Background: an optimization exercise with open tools, aiming at small area. Do not read the settings as production practice.
In this exercise RTL edits were held to simulation tests only and were not proved equivalent to the original.
No driver is modelled on the clock port, so clock power and skew are understated where the tree is cut down; a real chip needs a root buffer or a tree.
Power figures rest on the tool's default switching activity, not on a simulated workload.

== run 1 ==
Design drsstc_sfp_transceiver_top, start of the top module:
module drsstc_sfp_transceiver_top (
    input           CLK_60M,
    input           RST_N,
    input   [7:0]   IN,
    output  [7:0]   OUT,
    input   [2:0]   LV_IN,
    output  [2:0]   LV_OUT,
    input   [7:0]   DIP_SW1,         
    input   [7:0]   DIP_SW2,         
    output  [1:0]   LED_TX,          
    output  [1:0]   LED_RX,          
    input           SFP_LOSS_SIG,    
    output          SFP_RATE_SEL,    
    output          SFP_TX_DIS_N,    
    input           SFP_TX_FLT,      
    input   [2:0]   SFP_MOD_DEF,     
    input           LVDS_DAT_OUT,    
    output          LVDS_DAT_IN,     
    output          LVDS_DRV_EN,     
    output          LVDS_RCV_EN_N,   
    output          TP1,
    output          TP2
    );
Size in the first run: ~420 cells after synthesis, ~57 I/O pins.
clock: 16.0 ns
lec_check: 0
cap_margin: 20
core_margin: 2
core_utilization: 65
gpl_timing_driven: 0
place_density: 0.75
slew_margin: 20
standard.sh (not shown) runs the stock make flow with config.mk's settings and CLKGATE_MAP_FILE= SYNTH_SCRIPT=/design/flow/synth_recipe.tcl, a recipe that flattens the netlist after the stock synthesis.
==> flow/flow/run.sh <==
#!/bin/bash
# Own layout flow: the standard flow (standard.sh), with
#  - synthesis mapped by an area-oriented ABC script (flow/abc_area_seed.script
#    stands in for ORFS's abc_speed.script) and no adder cells, so ABC maps
#    all logic. The synthesis runs for 8 seeds of ABC's deepsyn, each with
#    two settings of ABC's mapper, and the smallest netlist is kept. Registers are left as the standard
#    synthesis makes them: ABC maps only the logic between them.
#  - port buffers of the smallest buffer cell,
#  - one tie cell for all constant outputs,
#  - a one-level clock tree (flow/cts_manual.tcl) in place of TritonCTS's.
# Each step's full output goes to a log file of its own in this folder;
# ORFS's per-stage logs are under orfs/logs/.
set -euo pipefail
W=$PWD
SEEDS="14"

synth_seed() {
  local s=$1
  local sd="$W/scripts_s$s"
  mkdir -p "$sd"
  for f in "$FLOW_HOME"/scripts/*; do
    ln -sfn "$f" "$sd/$(basename "$f")"
  done
  rm -f "$sd/abc_speed.script"
  # runs 0-7: deepsyn seed 0-7, plain area mapping; runs 10-17: deepsyn
  # seed 0-7, mapping with pin permutation and more area rounds
  local map="\\&nf -a -R 1000"
  if [ "$s" -ge 10 ]; then map="\\&nf -a -p -F 10 -A 10 -C 32 -R 1000"; fi
  sed -e "s/@SEED@/$((s % 10))/" -e "s/@MAP@/$map/" "$W/flow/abc_area_seed.script" > "$sd/abc_speed.script"
  # standard.sh with its work folder moved to orfs_s<seed>
  sed "s|$W/orfs|$W/orfs_s$s|g" "$W/standard.sh" > "$W/standard_s$s.sh"
  bash "$W/standard_s$s.sh" SCRIPTS_DIR="$sd" ADDER_MAP_FILE= synth > "$W/synth_s$s.log" 2>&1
}

for s in $SEEDS; do
  synth_seed "$s" &
  # at most NUM_CORES at once
  while [ "$(jobs -rp | wc -l)" -ge "${NUM_CORES:-4}" ]; do wait -n; done
done
wait

best=""; best_area=""
for s in $SEEDS; do
  f="$W/orfs_s$s/reports/$FLOW_PLATFORM/drsstc_sfp_transceiver_top/base/synth_stat.txt"
  [ -f "$W/orfs_s$s/results/$FLOW_PLATFORM/drsstc_sfp_transceiver_top/base/1_synth.odb" ] || continue
  a=$(awk '/Chip area/ {print $NF}' "$f")
  echo "run $s: synthesis area $a" >> "$W/synth_choice.log"
  if [ -z "$best" ] || awk -v a="$a" -v b="$best_area" 'BEGIN {exit !(a < b)}'; then
    best=$s; best_area=$a
  fi
done
echo "kept run $best ($best_area)" >> "$W/synth_choice.log"
rm -rf "$W/orfs"
mv "$W/orfs_s$best" "$W/orfs"
for s in $SEEDS; do rm -rf "$W/orfs_s$s" "$W/scripts_s$s"; done

# cts_hook.tcl runs before ORFS's CTS step and puts the one-level tree in
# place of its clock_tree_synthesis call.
cat > "$W/cts_hook.tcl" <<TCL
source $W/flow/cts_manual.tcl
rename clock_tree_synthesis tritoncts_unused
proc clock_tree_synthesis {args} { my_manual_cts }
TCL

export CTS_MAN_N=4
export CTS_MAN_CELL=sky130_fd_sc_hd__clkbuf_8
echo "remove_buffers" > "$W/gpl_hook.tcl"
bash standard.sh \
  PRE_GLOBAL_PLACE_TCL="$W/gpl_hook.tcl" \
  BUFFER_PORTS_ARGS="-buffer_cell sky130_fd_sc_hd__buf_1" \
  PRE_CTS_TCL="$W/cts_hook.tcl" \
  SKIP_REPAIR_TIE_FANOUT=1 \
  finish > "$W/layout.log" 2>&1
==> flow/flow/abc_area_seed.script <==
strash
&get -n
&deepsyn -T 20 -S @SEED@
&put
&get -n
&dch -f
@MAP@
&put
==> flow/flow/cts_manual.tcl <==
# Clock buffering for a small design, in place of TritonCTS's H-tree: the
# clock port drives CTS_MAN_N buffers of type CTS_MAN_CELL, each driving one
# balanced k-means cluster of the registers' clock pins. Every register is one buffer
# from the port, so the tree adds no skew on purpose.
proc my_manual_cts {} {
  set nb $::env(CTS_MAN_N)
  set block [ord::get_db_block]
  set master [[ord::get_db] findMaster $::env(CTS_MAN_CELL)]
  set clk_port [get_full_name [lindex [get_property [lindex [all_clocks] 0] sources] 0]]
  set clk_net [[$block findBTerm $clk_port] getNet]
  set its {}
  foreach it [$clk_net getITerms] { lappend its $it }
  set pts {}
  foreach it $its {
    set xy [$it getAvgXY]
    lappend pts [list [lindex $xy 1] [lindex $xy 2]]
  }
  set n [llength $pts]
  # k-means, seeded by x order
  set sorted [lsort -integer -index 0 $pts]
  set cent {}
  for {set b 0} {$b < $nb} {incr b} {
    lappend cent [lindex $sorted [expr {int(($b + 0.5) * $n / $nb)}]]
  }
  for {set iter 0} {$iter < 50} {incr iter} {
    set asg {}
    foreach p $pts {
      set best 0; set bd -1
      for {set b 0} {$b < $nb} {incr b} {
        set c [lindex $cent $b]
        set d [expr {abs([lindex $p 0]-[lindex $c 0]) + abs([lindex $p 1]-[lindex $c 1])}]
        if {$bd < 0 || $d < $bd} { set bd $d; set best $b }
      }
      lappend asg $best
    }
    set new {}
    for {set b 0} {$b < $nb} {incr b} {
      set sx 0.0; set sy 0.0; set k 0
      foreach p $pts a $asg {
        if {$a == $b} { set sx [expr {$sx + [lindex $p 0]}]; set sy [expr {$sy + [lindex $p 1]}]; incr k }
      }
      if {$k > 0} { lappend new [list [expr {int($sx/$k)}] [expr {int($sy/$k)}]] } else { lappend new [lindex $cent $b] }
    }
    set cent $new
  }
  # balance the clusters: assign sink-centre pairs in order of distance,
  # each centre taking at most ceil(n/nb) sinks
  set cap [expr {($n + $nb - 1) / $nb}]
  set pairs {}
  set i 0
  foreach p $pts {
    for {set b 0} {$b < $nb} {incr b} {
      set c [lindex $cent $b]
      lappend pairs [list [expr {abs([lindex $p 0]-[lindex $c 0]) + abs([lindex $p 1]-[lindex $c 1])}] $i $b]
    }
    incr i
  }
  set pairs [lsort -integer -index 0 $pairs]
  set asg [lrepeat $n -1]
  set cnt [lrepeat $nb 0]
  foreach pr $pairs {
    set i [lindex $pr 1]; set b [lindex $pr 2]
    if {[lindex $asg $i] >= 0 || [lindex $cnt $b] >= $cap} { continue }
    lset asg $i $b
    lset cnt $b [expr {[lindex $cnt $b] + 1}]
  }
  for {set b 0} {$b < $nb} {incr b} {
    set sx 0.0; set sy 0.0; set k 0
    foreach p $pts a $asg {
      if {$a == $b} { set sx [expr {$sx + [lindex $p 0]}]; set sy [expr {$sy + [lindex $p 1]}]; incr k }
    }
    if {$k > 0} { lset cent $b [list [expr {int($sx/$k)}] [expr {int($sy/$k)}]] }
  }
  for {set b 0} {$b < $nb} {incr b} {
    set buf [odb::dbInst_create $block $master clkbuf_man_$b]
    set nn [odb::dbNet_create $block clknet_man_$b]
    $nn setSigType CLOCK
    foreach it $its a $asg {
      if {$a == $b} { $it disconnect; $it connect $nn }
    }
    [$buf findITerm A] connect $clk_net
    [$buf findITerm X] connect $nn
    set c [lindex $cent $b]
    $buf setLocation [lindex $c 0] [lindex $c 1]
    $buf setPlacementStatus PLACED
    puts "clock buffer $b: [llength [lsearch -all $asg $b]] sinks at $c"
  }
  set_propagated_clock [all_clocks]
}
Run 1 has completed all stages; timing, DRC and antenna checks passed.
Modified inputs, run 2 compared to run 1
Settings: GPL_TIMING_DRIVEN no longer set, was 0.
diff --git a/flow/flow/run.sh b/flow/flow/run.sh
--- a/flow/flow/run.sh
+++ b/flow/flow/run.sh
@@ -13,5 +13,5 @@
 set -euo pipefail
 W=$PWD
-SEEDS="14"
+SEEDS="0 1 2 3 4 5 6 7 10 11 12 13 14 15 16 17"
 
 synth_seed() {
@@ -63,9 +63,7 @@
 TCL
 
-export CTS_MAN_N=4
-export CTS_MAN_CELL=sky130_fd_sc_hd__clkbuf_8
-echo "remove_buffers" > "$W/gpl_hook.tcl"
+export CTS_MAN_N=3
+export CTS_MAN_CELL=sky130_fd_sc_hd__clkbuf_16
 bash standard.sh \
-  PRE_GLOBAL_PLACE_TCL="$W/gpl_hook.tcl" \
   BUFFER_PORTS_ARGS="-buffer_cell sky130_fd_sc_hd__buf_1" \
   PRE_CTS_TCL="$W/cts_hook.tcl" \
diff --git a/flow/flow/cts_manual.tcl b/flow/flow/cts_manual.tcl
--- a/flow/flow/cts_manual.tcl
+++ b/flow/flow/cts_manual.tcl
@@ -1,5 +1,5 @@
 # Clock buffering for a small design, in place of TritonCTS's H-tree: the
 # clock port drives CTS_MAN_N buffers of type CTS_MAN_CELL, each driving one
-# balanced k-means cluster of the registers' clock pins. Every register is one buffer
+# k-means cluster of the registers' clock pins. Every register is one buffer
 # from the port, so the tree adds no skew on purpose.
 proc my_manual_cts {} {
@@ -44,32 +44,4 @@
     set cent $new
   }
-  # balance the clusters: assign sink-centre pairs in order of distance,
-  # each centre taking at most ceil(n/nb) sinks
-  set cap [expr {($n + $nb - 1) / $nb}]
-  set pairs {}
-  set i 0
-  foreach p $pts {
-    for {set b 0} {$b < $nb} {incr b} {
-      set c [lindex $cent $b]
-      lappend pairs [list [expr {abs([lindex $p 0]-[lindex $c 0]) + abs([lindex $p 1]-[lindex $c 1])}] $i $b]
-    }
-    incr i
-  }
-  set pairs [lsort -integer -index 0 $pairs]
-  set asg [lrepeat $n -1]
-  set cnt [lrepeat $nb 0]
-  foreach pr $pairs {
-    set i [lindex $pr 1]; set b [lindex $pr 2]
-    if {[lindex $asg $i] >= 0 || [lindex $cnt $b] >= $cap} { continue }
-    lset asg $i $b
-    lset cnt $b [expr {[lindex $cnt $b] + 1}]
-  }
-  for {set b 0} {$b < $nb} {incr b} {
-    set sx 0.0; set sy 0.0; set k 0
-    foreach p $pts a $asg {
-      if {$a == $b} { set sx [expr {$sx + [lindex $p 0]}]; set sy [expr {$sy + [lindex $p 1]}]; incr k }
-    }
-    if {$k > 0} { lset cent $b [list [expr {int($sx/$k)}] [expr {int($sy/$k)}]] }
-  }
   for {set b 0} {$b < $nb} {incr b} {
     set buf [odb::dbInst_create $block $master clkbuf_man_$b]
### Flow results
| total chip power | lower: run 1 |. | part of the total power dissipated in combinational logic | run 1 vs run 2 | ≈ equal |. Delta (run 2 minus run 1): wire length rose by 1.1%, die area stayed essentially flat, routability-driven placement congestion ratio fell by about 0.7%. Final core utilization in run 2 is 0.56 points above run 1. Summary — flip-flop and latch share of the layout cell area, run 2 relative to run 1: lower, by 0.36 points. On total via count after detailed routing, run 1 tracks run 2 almost exactly. Run 2 vs. run 1: area overhead of the layout relative to synthesis went up by 0.81 points.
The following lists how run 3 was set up differently from run 2:
diff --git a/flow/flow/run.sh b/flow/flow/run.sh
--- a/flow/flow/run.sh
+++ b/flow/flow/run.sh
@@ -3,6 +3,6 @@
 #  - synthesis mapped by an area-oriented ABC script (flow/abc_area_seed.script
 #    stands in for ORFS's abc_speed.script) and no adder cells, so ABC maps
-#    all logic. The synthesis runs for 8 seeds of ABC's deepsyn, each with
-#    two settings of ABC's mapper, and the smallest netlist is kept. Registers are left as the standard
+#    all logic. The synthesis runs once for each of 8 seeds of ABC's deepsyn
+#    and the smallest netlist is kept. Registers are left as the standard
 #    synthesis makes them: ABC maps only the logic between them.
 #  - port buffers of the smallest buffer cell,
@@ -13,5 +13,5 @@
 set -euo pipefail
 W=$PWD
-SEEDS="0 1 2 3 4 5 6 7 10 11 12 13 14 15 16 17"
+SEEDS="0 1 2 3 4 5 6 7"
 
 synth_seed() {
@@ -23,9 +23,5 @@
   done
   rm -f "$sd/abc_speed.script"
-  # runs 0-7: deepsyn seed 0-7, plain area mapping; runs 10-17: deepsyn
-  # seed 0-7, mapping with pin permutation and more area rounds
-  local map="\\&nf -a -R 1000"
-  if [ "$s" -ge 10 ]; then map="\\&nf -a -p -F 10 -A 10 -C 32 -R 1000"; fi
-  sed -e "s/@SEED@/$((s % 10))/" -e "s/@MAP@/$map/" "$W/flow/abc_area_seed.script" > "$sd/abc_speed.script"
+  sed "s/@SEED@/$s/" "$W/flow/abc_area_seed.script" > "$sd/abc_speed.script"
   # standard.sh with its work folder moved to orfs_s<seed>
   sed "s|$W/orfs|$W/orfs_s$s|g" "$W/standard.sh" > "$W/standard_s$s.sh"
@@ -45,10 +41,10 @@
   [ -f "$W/orfs_s$s/results/$FLOW_PLATFORM/drsstc_sfp_transceiver_top/base/1_synth.odb" ] || continue
   a=$(awk '/Chip area/ {print $NF}' "$f")
-  echo "run $s: synthesis area $a" >> "$W/synth_choice.log"
+  echo "seed $s: synthesis area $a" >> "$W/synth_choice.log"
   if [ -z "$best" ] || awk -v a="$a" -v b="$best_area" 'BEGIN {exit !(a < b)}'; then
     best=$s; best_area=$a
   fi
 done
-echo "kept run $best ($best_area)" >> "$W/synth_choice.log"
+echo "kept seed $best ($best_area)" >> "$W/synth_choice.log"
 rm -rf "$W/orfs"
 mv "$W/orfs_s$best" "$W/orfs"
==> flow/flow/abc_area_seed.script <==
strash
&get -n
&deepsyn -T 20 -S @SEED@
&put
&get -n
&dch -f
&nf -a -R 1000
&put
Notes after the runs:
- Run 2 finished every stage and its layout cleared the timing, design-rule and antenna checks.
- Run 3 went all the way through synthesis, placement and routing and the layout is clean on timing, DRC and antenna.
- Looking at clock period minus final worst setup slack across both flows, run 3 is the stronger of the two, with run 2 trailing.
- Run 3 vs. run 2: final clock period utilization by the worst path went down by 0.64 points.
- The global-route wire length before repair in run 3 is 0.944 times that in run 2.
- [compare] base=run 2 new=run 3: final setup slack of the worst path saw an increase, net count of the mapped netlist saw an increase, final routed wirelength across all metal layers saw a decrease, synthesized-area fraction occupied by xor and xnor cells saw an increase.
No run of this note takes its clock network from TritonCTS; it comes from the design's own scripts or RTL.

==> what the ideal ports hide <==
How much do the figures lean on ideal ports? The routed layouts below were timed once more, with nothing changed but the port constraints.
Step 1: set_driving_cell puts a clkbuf_16 on CLK_60M and a buf_2 on each other input, an assumption about the parent block.
Step 2 also shifts input and output timing later by t, the mid clock arrival at the registers, as if the neighbouring blocks saw the same clock.
a / b / c = ideal / step 1 / step 2; a / b = the first two.
run	t (ns)	slack for setup (ns)	worst data-port slew with drivers (ns)
run 1	0.224	8.866 / 8.846 / 8.846	0.03
run 2	0.210	8.927 / 8.904 / 8.904	0.04
run 3	0.208	9.030 / 9.009 / 9.009	0.05
After both steps every run listed still meets setup and hold. For run 2, which loses most, drivers alone change the setup slack by -0.023 ns; drivers and shift together by -0.023 ns.
